What follows belongs to an exercise in optimizing a design on an open flow for small area; a production flow would make more cautious choices.
Where RTL was checked, it was by simulation tests only, not by an equivalence proof against the original.
The clock port is modelled as an ideal driver; clocking choices that lean on that would not hold on a real chip.
No activity file was given, so power comes from the tool's default toggle rates.

the reference run:
==> module top_FFE, before the edit <==
module top_FFE(
	input  wire               clk,
	input  wire               rst,
	input  wire               load,
	input  wire signed [11:0] DATA_IN,
	output wire               valid_out,
	output reg  signed [11:0] DATA_OUT
);
	reg t1, t2;
	always @(posedge clk or negedge rst) begin
		if (!rst) begin
			t1 <= 1'b0;
			t2 <= 1'b0;
		end else begin
			t1 <= load;
			t2 <= t1;
		end
	end
	reg  a, b, c;
	wire open_s = ~c & (~b | a);           
	wire accept = open_s & t2;
	always @(posedge clk or negedge rst) begin
		if (!rst) begin
			a <= 1'b0;
			b <= 1'b0;
			c <= 1'b0;
		end else begin
			a <= b;
			b <= c;
			c <= (c & ~(a & b)) | accept;
		end
	end
	assign valid_out = a & ~b;
	wire s1 = ~b & c;
	wire s2 = ~a & b & c;
	wire s3 = a & b & c;
	wire s4 = a & b & ~c;
	reg  [1:0] cnt;
	always @(posedge clk or negedge rst) begin
		if (!rst) begin
			cnt <= 2'b00;
		end else if (s4) begin
			cnt[1] <= cnt[1] | cnt[0];
			cnt[0] <= ~cnt[1];
		end
	end
	wire m1 = cnt[1] | cnt[0];    
	wire m2 = cnt[1];             
	wire m3 = cnt[1] & ~cnt[0];   
	reg [11:0] x0, x1;
	reg [8:0]  x2h;
	reg        c2, z2;
	reg [7:0]  x3h;
	reg        z3;
	wire       k2 = x1[2] & x1[0];
	wire       k3 = (x1[3] & x1[1]) | ((x1[3] | x1[1]) & k2);
	wire       c1 = (x1[4] & x1[2]) | ((x1[4] | x1[2]) & k3);
	always @(posedge clk) begin
		if (accept) begin
			x0  <= DATA_IN;
			x1  <= x0;
			x2h <= x1[11:3];
			c2  <= c1;
			z2  <= ~|x1[3:0];
		end
		x3h <= x2h[8:1];
		z3  <= z2;
	end
	wire [11:0] tA = {x0[11], x0[11:1]};
	wire [11:0] tB = ~{{2{x1[11]}}, x1[11:2]};
	wire        cB = ~|x1[1:0];
	wire [11:0] tC = {{3{x2h[8]}}, x2h};
	wire [11:0] tD = {{5{x2h[8]}}, x2h[8:2]};
	wire [11:0] tE = ~{{4{x3h[7]}}, x3h};
	wire        eA = s1;
	wire        eB = s2 & m1;
	wire        eD = s3 & m2;
	wire        eC = s4 & m2;
	wire [11:0] op1 = s1 ? (tE & {12{m3}}) : DATA_OUT;
	wire [11:0] op2 = ({12{eA}} & tA) | ({12{eB}} & tB) | ({12{eD}} & tD) | ({12{eC}} & tC);
	wire        cin = (eB & cB) | (eC & c2) | (s1 & m3 & z3);
	wire [12:0] cy;
	wire [11:0] sum;
	assign cy[0] = cin;
	genvar i;
	generate
		for (i = 0; i < 12; i = i + 1) begin : g_add
			assign sum[i]  = op1[i] ^ op2[i] ^ cy[i];
			assign cy[i+1] = (op1[i] & op2[i]) | (op1[i] & cy[i]) | (op2[i] & cy[i]);
		end
	endgenerate
	always @(posedge clk) DATA_OUT <= sum;
endmodule
==> flow/config.mk <==
export PLATFORM = sky130hd
export DESIGN_NAME = top_FFE
export DESIGN_NICKNAME = top_FFE
export VERILOG_FILES = /design/flow/design.v
export SDC_FILE = /design/flow/constraint.sdc
export NUM_CORES = 4
export LEC_CHECK = 0
export CAP_MARGIN = 20
export CORE_MARGIN = 2
export CORE_UTILIZATION = 75
export PLACE_DENSITY = 0.9
export SLEW_MARGIN = 20
==> flow/constraint.sdc <==
create_clock -name core_clock -period 10.0 [get_ports {clk}]
set_input_delay 2.0000 -clock core_clock [delete_from_list [all_inputs] [get_ports {clk}]]
set_output_delay 2.0000 -clock core_clock [all_outputs]
set_load 0.01 [all_outputs]
standard.sh (not shown) runs the stock make flow with config.mk's settings and CLKGATE_MAP_FILE= SYNTH_SCRIPT=/design/flow/synth_recipe.tcl, a recipe that flattens the netlist after the stock synthesis.
==> flow/flow/run.sh <==
#!/bin/bash
# Standard layout (standard.sh), with these changes:
# - synthesis runs Yosys's synth without its quick ABC pass (SYNTH_ARGS
#   -noabc), so full adders are extracted from the plain gates,
# - ABC maps the logic with an area-oriented script (a copy of ORFS's
#   scripts folder with only abc_speed.script replaced by flow/abc.script),
# - port buffers use the smallest buffer cell,
# - the clock tree is built by flow/clktree.tcl before the CTS step: the
#   clock port drives one root buffer (clkbuf_1), which drives three leaf
#   buffers (clkbuf_8), each driving a third of the flip-flops; CTS then has
#   nothing left to build (its only clock net, the port's, has one sink).
set -e
rm -rf scripts_abc
cp -r "$FLOW_HOME/scripts" scripts_abc
cp flow/abc.script scripts_abc/abc_speed.script
export BUFFER_PORTS_ARGS="-buffer_cell sky130_fd_sc_hd__buf_1"
export PRE_CTS_TCL="$PWD/flow/clktree.tcl"
export CLKTREE_N=3
export CLKTREE_LEAF=sky130_fd_sc_hd__clkbuf_8
export CLKTREE_ROOT=sky130_fd_sc_hd__clkbuf_1
export CTS_ARGS="-dont_use_dummy_load -clk_nets clk"
bash standard.sh SCRIPTS_DIR="$PWD/scripts_abc" SYNTH_ARGS=-noabc finish > standard.log 2>&1
Other scripts of this flow, unchanged in this note and not shown: flow/flow/abc.script, flow/flow/clktree.tcl
Input-level comparison between the trial run and the reference run:
--- a/flow/design.v
+++ b/flow/design.v
@@ -72,22 +72,23 @@
 	wire [11:0] tC = {{3{x2h[8]}}, x2h};
 	wire [11:0] tD = {{5{x2h[8]}}, x2h[8:2]};
 	wire [11:0] tE = ~{{4{x3h[7]}}, x3h};
-	wire        eA = s1;
+	wire        eA = s1 & 1'b1;
 	wire        eB = s2 & m1;
-	wire        eD = s3 & m2;
-	wire        eC = s4 & m2;
+	wire        eC = s3 & m2;
+	wire        eD = s4 & m2;
 	wire [11:0] op1 = s1 ? (tE & {12{m3}}) : DATA_OUT;
-	wire [11:0] op2 = ({12{eA}} & tA) | ({12{eB}} & tB) | ({12{eD}} & tD) | ({12{eC}} & tC);
+	wire [11:0] op2 = ({12{eA}} & tA) | ({12{eB}} & tB) | ({12{eC}} & tC) | ({12{eD}} & tD);
 	wire        cin = (eB & cB) | (eC & c2) | (s1 & m3 & z3);
-	wire [12:0] cy;
-	wire [11:0] sum;
-	assign cy[0] = cin;
+	wire [11:0] n1 = ~op1, n2 = ~op2;
+	wire [12:0] ncy;
+	wire [11:0] nsum;
+	assign ncy[0] = ~cin;
 	genvar i;
 	generate
 		for (i = 0; i < 12; i = i + 1) begin : g_add
-			assign sum[i]  = op1[i] ^ op2[i] ^ cy[i];
-			assign cy[i+1] = (op1[i] & op2[i]) | (op1[i] & cy[i]) | (op2[i] & cy[i]);
+			assign nsum[i]  = n1[i] ^ n2[i] ^ ncy[i];
+			assign ncy[i+1] = (n1[i] & n2[i]) | (n1[i] & ncy[i]) | (n2[i] & ncy[i]);
 		end
 	endgenerate
-	always @(posedge clk) DATA_OUT <= sum;
+	always @(posedge clk) DATA_OUT <= ~nsum;
 endmodule
Results
The trial run and the reference run ended up with nearly the same cell area after technology mapping. Taking the reference run as the reference, in the trial run utilization after layout saw little to no change; share of total power in the clock network essentially unchanged; final routed wirelength across all metal layers has increased; final worst setup slack went down 6.6 ps; post-synthesis cell count has increased. The maximum frequency on the reference run is in line with that on the trial run. On area of the die, the trial run and the reference run are basically level. Sort the trial run and the reference run by peak supply drop asc -> top: the reference run. For xor and xnor area share after synthesis, the trial run and the reference run come out practically identical. On layout-stage area growth over the synthesis result, the trial run and the reference run are basically level. Looking at the trial run and the reference run, the register-to-register slack is a wash.
The RTL of the trial run was laid out without a check of its function.

---

top_FFE, a different RTL version from the one above (not shown whole).
Size: about 160 cells after synthesis, roughly 63 flip-flops, ~28 I/O pins, ~2400 um^2 of cells after synthesis.
==> module top_FFE, before the edit <==
module top_FFE(
	input  wire               clk,
	input  wire               rst,
	input  wire               load,
	input  wire signed [11:0] DATA_IN,
	output wire               valid_out,
	output reg  signed [11:0] DATA_OUT
);
	reg t1, t2;
	always @(posedge clk or negedge rst) begin
		if (!rst) begin
			t1 <= 1'b0;
			t2 <= 1'b0;
		end else begin
			t1 <= load;
			t2 <= t1;
		end
	end
	reg  a, b, c;
	wire open_s = ~c & (~b | a);           
	wire accept = open_s & t2;
	always @(posedge clk or negedge rst) begin
		if (!rst) begin
			a <= 1'b0;
			b <= 1'b0;
			c <= 1'b0;
		end else begin
			a <= b;
			b <= c;
			c <= (c & ~(a & b)) | accept;
		end
	end
	assign valid_out = a & ~b;
	wire s1 = ~b & c;
	wire s2 = ~a & b & c;
	wire s3 = a & b & c;
	wire s4 = a & b & ~c;
	reg  [1:0] cnt;
	always @(posedge clk or negedge rst) begin
		if (!rst) begin
			cnt <= 2'b00;
		end else if (s4) begin
			cnt[1] <= cnt[1] | cnt[0];
			cnt[0] <= ~cnt[1];
		end
	end
	wire m1 = cnt[1] | cnt[0];    
	wire m2 = cnt[1];             
	wire m3 = cnt[1] & ~cnt[0];   
	reg [11:0] x0, x1;
	reg [8:0]  x2h;
	reg        c2, z2;
	reg [7:0]  x3h;
	reg        z3;
	wire       k2 = x1[2] & x1[0];
	wire       k3 = (x1[3] & x1[1]) | ((x1[3] | x1[1]) & k2);
	wire       c1 = (x1[4] & x1[2]) | ((x1[4] | x1[2]) & k3);
	always @(posedge clk) begin
		if (accept) begin
			x0  <= DATA_IN;
			x1  <= x0;
			x2h <= x1[11:3];
			c2  <= c1;
			z2  <= ~|x1[3:0];
		end
		x3h <= x2h[8:1];
		z3  <= z2;
	end
	wire [11:0] tA = {x0[11], x0[11:1]};
	wire [11:0] tB = ~{{2{x1[11]}}, x1[11:2]};
	wire        cB = ~|x1[1:0];
	wire [11:0] tC = {{3{x2h[8]}}, x2h};
	wire [11:0] tD = {{5{x2h[8]}}, x2h[8:2]};
	wire [11:0] tE = ~{{4{x3h[7]}}, x3h};
	wire        eE = s1 & m3;
	wire        eC = s2 & m2;
	wire        eB = s3 & m1;
	wire        eD = s4 & m2;
	wire [11:0] op1 = s1 ? tA : DATA_OUT;
	wire [11:0] op2 = ({12{eE}} & tE) | ({12{eC}} & tC) | ({12{eB}} & tB) | ({12{eD}} & tD);
	wire        cin = (eE & z3) | (eC & c2) | (eB & cB);
	wire [11:0] n1 = ~op1, n2 = ~op2;
	wire [12:0] ncy;
	wire [11:0] nsum;
	assign ncy[0] = ~cin;
	genvar i;
	generate
		for (i = 0; i < 12; i = i + 1) begin : g_add
			assign nsum[i]  = n1[i] ^ n2[i] ^ ncy[i];
			assign ncy[i+1] = (n1[i] & n2[i]) | (n1[i] & ncy[i]) | (n2[i] & ncy[i]);
		end
	endgenerate
	always @(posedge clk) DATA_OUT <= ~nsum;
endmodule
==> flow/config.mk <==
export PLATFORM = sky130hd
export DESIGN_NAME = top_FFE
export DESIGN_NICKNAME = top_FFE
export VERILOG_FILES = /design/flow/design.v
export SDC_FILE = /design/flow/constraint.sdc
export NUM_CORES = 4
export LEC_CHECK = 0
export CAP_MARGIN = 20
export CORE_MARGIN = 2
export CORE_UTILIZATION = 60
export PLACE_DENSITY = 0.8
export SLEW_MARGIN = 20
==> flow/constraint.sdc <==
create_clock -name core_clock -period 10.0 [get_ports {clk}]
set_input_delay 2.0000 -clock core_clock [delete_from_list [all_inputs] [get_ports {clk}]]
set_output_delay 2.0000 -clock core_clock [all_outputs]
set_load 0.01 [all_outputs]
==> flow/flow/run.sh <==
#!/bin/bash
# Standard layout (standard.sh), with these changes:
# - ABC maps the logic with an area-oriented script (a copy of ORFS's
#   scripts folder with only abc_speed.script replaced),
# - port buffers use the smallest buffer cell,
# - clock tree synthesis inserts no dummy loads and uses clkbuf_4.
set -e
rm -rf scripts_abc
cp -r "$FLOW_HOME/scripts" scripts_abc
cp flow/abc.script scripts_abc/abc_speed.script
export BUFFER_PORTS_ARGS="-buffer_cell sky130_fd_sc_hd__buf_1"
export CTS_ARGS="-sink_clustering_enable -repair_clock_nets -dont_use_dummy_load -buf_list sky130_fd_sc_hd__clkbuf_4 -sink_clustering_size 30 -sink_clustering_max_diameter 100"
bash standard.sh SCRIPTS_DIR="$PWD/scripts_abc" finish > standard.log 2>&1
==> flow/flow/abc.script <==
&get -n
&st
&dch
&nf -a
&st
&syn2
&if -g -K 6
&synch2
&nf -a
&st
&dch
&nf -a
&put
Rerun with:
--- a/flow/design.v
+++ b/flow/design.v
@@ -73,22 +73,21 @@
 	wire [11:0] tD = {{5{x2h[8]}}, x2h[8:2]};
 	wire [11:0] tE = ~{{4{x3h[7]}}, x3h};
-	wire        eE = s1 & m3;
+	wire        eA = s1 & 1'b1;
 	wire        eC = s2 & m2;
 	wire        eB = s3 & m1;
 	wire        eD = s4 & m2;
-	wire [11:0] op1 = s1 ? tA : DATA_OUT;
-	wire [11:0] op2 = ({12{eE}} & tE) | ({12{eC}} & tC) | ({12{eB}} & tB) | ({12{eD}} & tD);
-	wire        cin = (eE & z3) | (eC & c2) | (eB & cB);
-	wire [11:0] n1 = ~op1, n2 = ~op2;
-	wire [12:0] ncy;
-	wire [11:0] nsum;
-	assign ncy[0] = ~cin;
+	wire [11:0] op1 = s1 ? (tE & {12{m3}}) : DATA_OUT;
+	wire [11:0] op2 = ({12{eA}} & tA) | ({12{eC}} & tC) | ({12{eB}} & tB) | ({12{eD}} & tD);
+	wire        cin = (eC & c2) | (eB & cB) | (s1 & m3 & z3);
+	wire [12:0] cy;
+	wire [11:0] sum;
+	assign cy[0] = cin;
 	genvar i;
 	generate
 		for (i = 0; i < 12; i = i + 1) begin : g_add
-			assign nsum[i]  = n1[i] ^ n2[i] ^ ncy[i];
-			assign ncy[i+1] = (n1[i] & n2[i]) | (n1[i] & ncy[i]) | (n2[i] & ncy[i]);
+			assign sum[i]  = op1[i] ^ op2[i] ^ cy[i];
+			assign cy[i+1] = (op1[i] & op2[i]) | (op1[i] & cy[i]) | (op2[i] & cy[i]);
 		end
 	endgenerate
-	always @(posedge clk) DATA_OUT <= ~nsum;
+	always @(posedge clk) DATA_OUT <= sum;
 endmodule
The new run finished clean.
Sequential cell count is unchanged.
Sequential power shrinks by about 1%.
Total power shrinks by 2.6%.
Utilization shrinks by 0.34 points.
Final area shrinks by 0.48%.
Worst setup slack gains 0.19 ns.
Fmax grows by 2.9%.
Area after synthesis shrinks by 0.53%.
Die area shrinks by 0.49%.
Clock skew shrinks by 0.0031 ns.
Wire length shrinks by 11%.
Sequential share of layout area grows by 0.30 points.
Global-route usage shrinks by 2.7 points.
Only the layout flow was run in the second run of this note; the RTL was not checked for function there.

---

JK:
The RTL this note starts from:
==> flow/design.v <==
module top_FFE(
	input  wire               clk,
	input  wire               rst,
	input  wire               load,
	input  wire signed [11:0] DATA_IN,
	output wire               valid_out,
	output reg  signed [11:0] DATA_OUT
);
	reg t1, t2;
	always @(posedge clk or negedge rst) begin
		if (!rst) begin
			t1 <= 1'b0;
			t2 <= 1'b0;
		end else begin
			t1 <= load;
			t2 <= t1;
		end
	end
	reg  a, b, c;
	wire open_s = ~c & (~b | a);           
	wire accept = open_s & t2;
	always @(posedge clk or negedge rst) begin
		if (!rst) begin
			a <= 1'b0;
			b <= 1'b0;
			c <= 1'b0;
		end else begin
			a <= b;
			b <= c;
			c <= (c & ~(a & b)) | accept;
		end
	end
	assign valid_out = a & ~b;
	wire s1 = ~b & c;
	wire s2 = ~a & b & c;
	wire s3 = a & b & c;
	wire s4 = a & b & ~c;
	reg  [1:0] cnt;
	always @(posedge clk or negedge rst) begin
		if (!rst) begin
			cnt <= 2'b00;
		end else if (s4) begin
			cnt[1] <= cnt[1] | cnt[0];
			cnt[0] <= ~cnt[1];
		end
	end
	wire m1 = cnt[1] | cnt[0];    
	wire m2 = cnt[1];             
	wire m3 = cnt[1] & ~cnt[0];   
	reg [11:0] x0, x1;
	reg [8:0]  x2h;
	reg        c2, z2;
	reg [7:0]  x3h;
	reg        z3;
	wire       k2 = x1[2] & x1[0];
	wire       k3 = (x1[3] & x1[1]) | ((x1[3] | x1[1]) & k2);
	wire       c1 = (x1[4] & x1[2]) | ((x1[4] | x1[2]) & k3);
	always @(posedge clk) begin
		if (accept) begin
			x0  <= DATA_IN;
			x1  <= x0;
			x2h <= x1[11:3];
			c2  <= c1;
			z2  <= ~|x1[3:0];
		end
		x3h <= x2h[8:1];
		z3  <= z2;
	end
	wire [11:0] tA = {x0[11], x0[11:1]};
	wire [11:0] tB = ~{{2{x1[11]}}, x1[11:2]};
	wire        cB = ~|x1[1:0];
	wire [11:0] tC = {{3{x2h[8]}}, x2h};
	wire [11:0] tD = {{5{x2h[8]}}, x2h[8:2]};
	wire [11:0] tE = ~{{4{x3h[7]}}, x3h};
	wire        eA = s1 & 1'b1;
	wire        eB = s2 & m1;
	wire        eD = s3 & m2;
	wire        eC = s4 & m2;
	wire [11:0] op1 = s1 ? (tE & {12{m3}}) : DATA_OUT;
	wire [11:0] op2 = ({12{eA}} & tA) | ({12{eB}} & tB) | ({12{eD}} & tD) | ({12{eC}} & tC);
	wire        cin = (eB & cB) | (eC & c2) | (s1 & m3 & z3);
	wire [12:0] cy;
	wire [11:0] sum;
	assign cy[0] = cin;
	genvar i;
	generate
		for (i = 0; i < 12; i = i + 1) begin : g_add
			assign sum[i]  = op1[i] ^ op2[i] ^ cy[i];
			assign cy[i+1] = (op1[i] & op2[i]) | (op1[i] & cy[i]) | (op2[i] & cy[i]);
		end
	endgenerate
	always @(posedge clk) DATA_OUT <= sum;
endmodule
export LEC_CHECK = 0
export CAP_MARGIN = 20
export CORE_MARGIN = 2
export CORE_UTILIZATION = 60
export PLACE_DENSITY = 0.8
export SLEW_MARGIN = 20
create_clock -name core_clock -period 10.0 [get_ports {clk}]
==> flow/flow/run.sh <==
#!/bin/bash
# Standard layout (standard.sh), with these changes:
# - synthesis runs Yosys's synth without its quick ABC pass (SYNTH_ARGS
#   -noabc), so full adders are extracted from the plain gates,
# - ABC maps the logic with an area-oriented script (a copy of ORFS's
#   scripts folder with only abc_speed.script replaced by flow/abc.script),
# - port buffers use the smallest buffer cell,
# - clock tree synthesis inserts no dummy loads and uses clkbuf_4.
set -e
rm -rf scripts_abc
cp -r "$FLOW_HOME/scripts" scripts_abc
cp flow/abc.script scripts_abc/abc_speed.script
export BUFFER_PORTS_ARGS="-buffer_cell sky130_fd_sc_hd__buf_1"
export CTS_ARGS="-sink_clustering_enable -repair_clock_nets -dont_use_dummy_load -buf_list sky130_fd_sc_hd__clkbuf_4 -sink_clustering_size 30 -sink_clustering_max_diameter 100"
bash standard.sh SCRIPTS_DIR="$PWD/scripts_abc" SYNTH_ARGS=-noabc finish > standard.log 2>&1
==> flow/flow/abc.script <==
&get -n
&st
&dch -f
&nf -a -R 1000
&put
--- input diff JK..MS ---
--- a/flow/design.v
+++ b/flow/design.v
@@ -72,14 +72,14 @@
 	wire [11:0] tC = {{3{x2h[8]}}, x2h};
 	wire [11:0] tD = {{5{x2h[8]}}, x2h[8:2]};
 	wire [11:0] tE = ~{{4{x3h[7]}}, x3h};
 	wire        eA = s1 & 1'b1;
-	wire        eB = s2 & m1;
-	wire        eD = s3 & m2;
-	wire        eC = s4 & m2;
+	wire        eC = s2 & m2;
+	wire        eB = s3 & m1;
+	wire        eD = s4 & m2;
 	wire [11:0] op1 = s1 ? (tE & {12{m3}}) : DATA_OUT;
-	wire [11:0] op2 = ({12{eA}} & tA) | ({12{eB}} & tB) | ({12{eD}} & tD) | ({12{eC}} & tC);
-	wire        cin = (eB & cB) | (eC & c2) | (s1 & m3 & z3);
+	wire [11:0] op2 = ({12{eA}} & tA) | ({12{eC}} & tC) | ({12{eB}} & tB) | ({12{eD}} & tD);
+	wire        cin = (eC & c2) | (eB & cB) | (s1 & m3 & z3);
 	wire [12:0] cy;
 	wire [11:0] sum;
 	assign cy[0] = cin;
 	genvar i;
- For the least setup slack across all paths after layout, MS came in 0.025 ns higher than JK did.
- As far as adder-cell area share of the yosys netlist is concerned, JK and MS perform about the same.
- The global-route usage of MS exceeds that of JK by 1.2 points.
- When the final numbers for JK and MS were put side by side, the worst ir drop on vdd turned out to be smaller in JK.
- Looking at clock network fraction of total power across JK and MS, the one that comes out higher is MS.
- Per the comparison of MS with JK, multi-input combinational area share closely matched the old numbers; routed wire length +31 um; smallest hold slack climbed 0.014 ns.
Function not checked in MS: the RTL went through the layout flow alone.

==> re-timing with driven ports <==
The flow's constraints put no driver on any port. The routed layouts listed below were extracted and timed again, unchanged, in two steps. Step 1 (the two cells are an assumption about what drives the block):
set clk [get_ports {clk}]
set_driving_cell -lib_cell sky130_fd_sc_hd__clkbuf_16 $clk
set_driving_cell -lib_cell sky130_fd_sc_hd__buf_2 [delete_from_list [all_inputs] $clk]
Step 2 also shifts input and output timing later by t, the mid clock arrival at the registers, as if the neighbouring blocks saw the same clock. Three values: ideal ports, drivers, drivers and shift; two values: the first two.
| run | t, ns | setup slack, ns | hold slack, ns | latest minus earliest clock arrival (ns) |
|---|---|---|---|---|
| the reference run | 0.502 | 3.561 / 3.561 / 3.561 | 0.360 / 0.360 / 0.360 | 0.013 / 0.013 |
| the trial run | 0.512 | 3.554 / 3.554 / 3.554 | 0.360 / 0.360 / 0.360 | 0.008 / 0.008 |
| the first run of note 2 | 0.403 | 3.272 / 3.272 / 3.272 | 0.345 / 0.345 / 0.345 | 0.026 / 0.027 |
| the second run of note 2 | 0.383 | 3.459 / 3.459 / 3.459 | 0.346 / 0.346 / 0.346 | 0.023 / 0.024 |
| JK | 0.387 | 3.583 / 3.583 / 3.583 | 0.346 / 0.346 / 0.346 | 0.025 / 0.025 |
| MS | 0.406 | 3.608 / 3.608 / 3.608 | 0.360 / 0.360 / 0.360 | 0.027 / 0.027 |
After both steps every run listed still meets setup and hold.
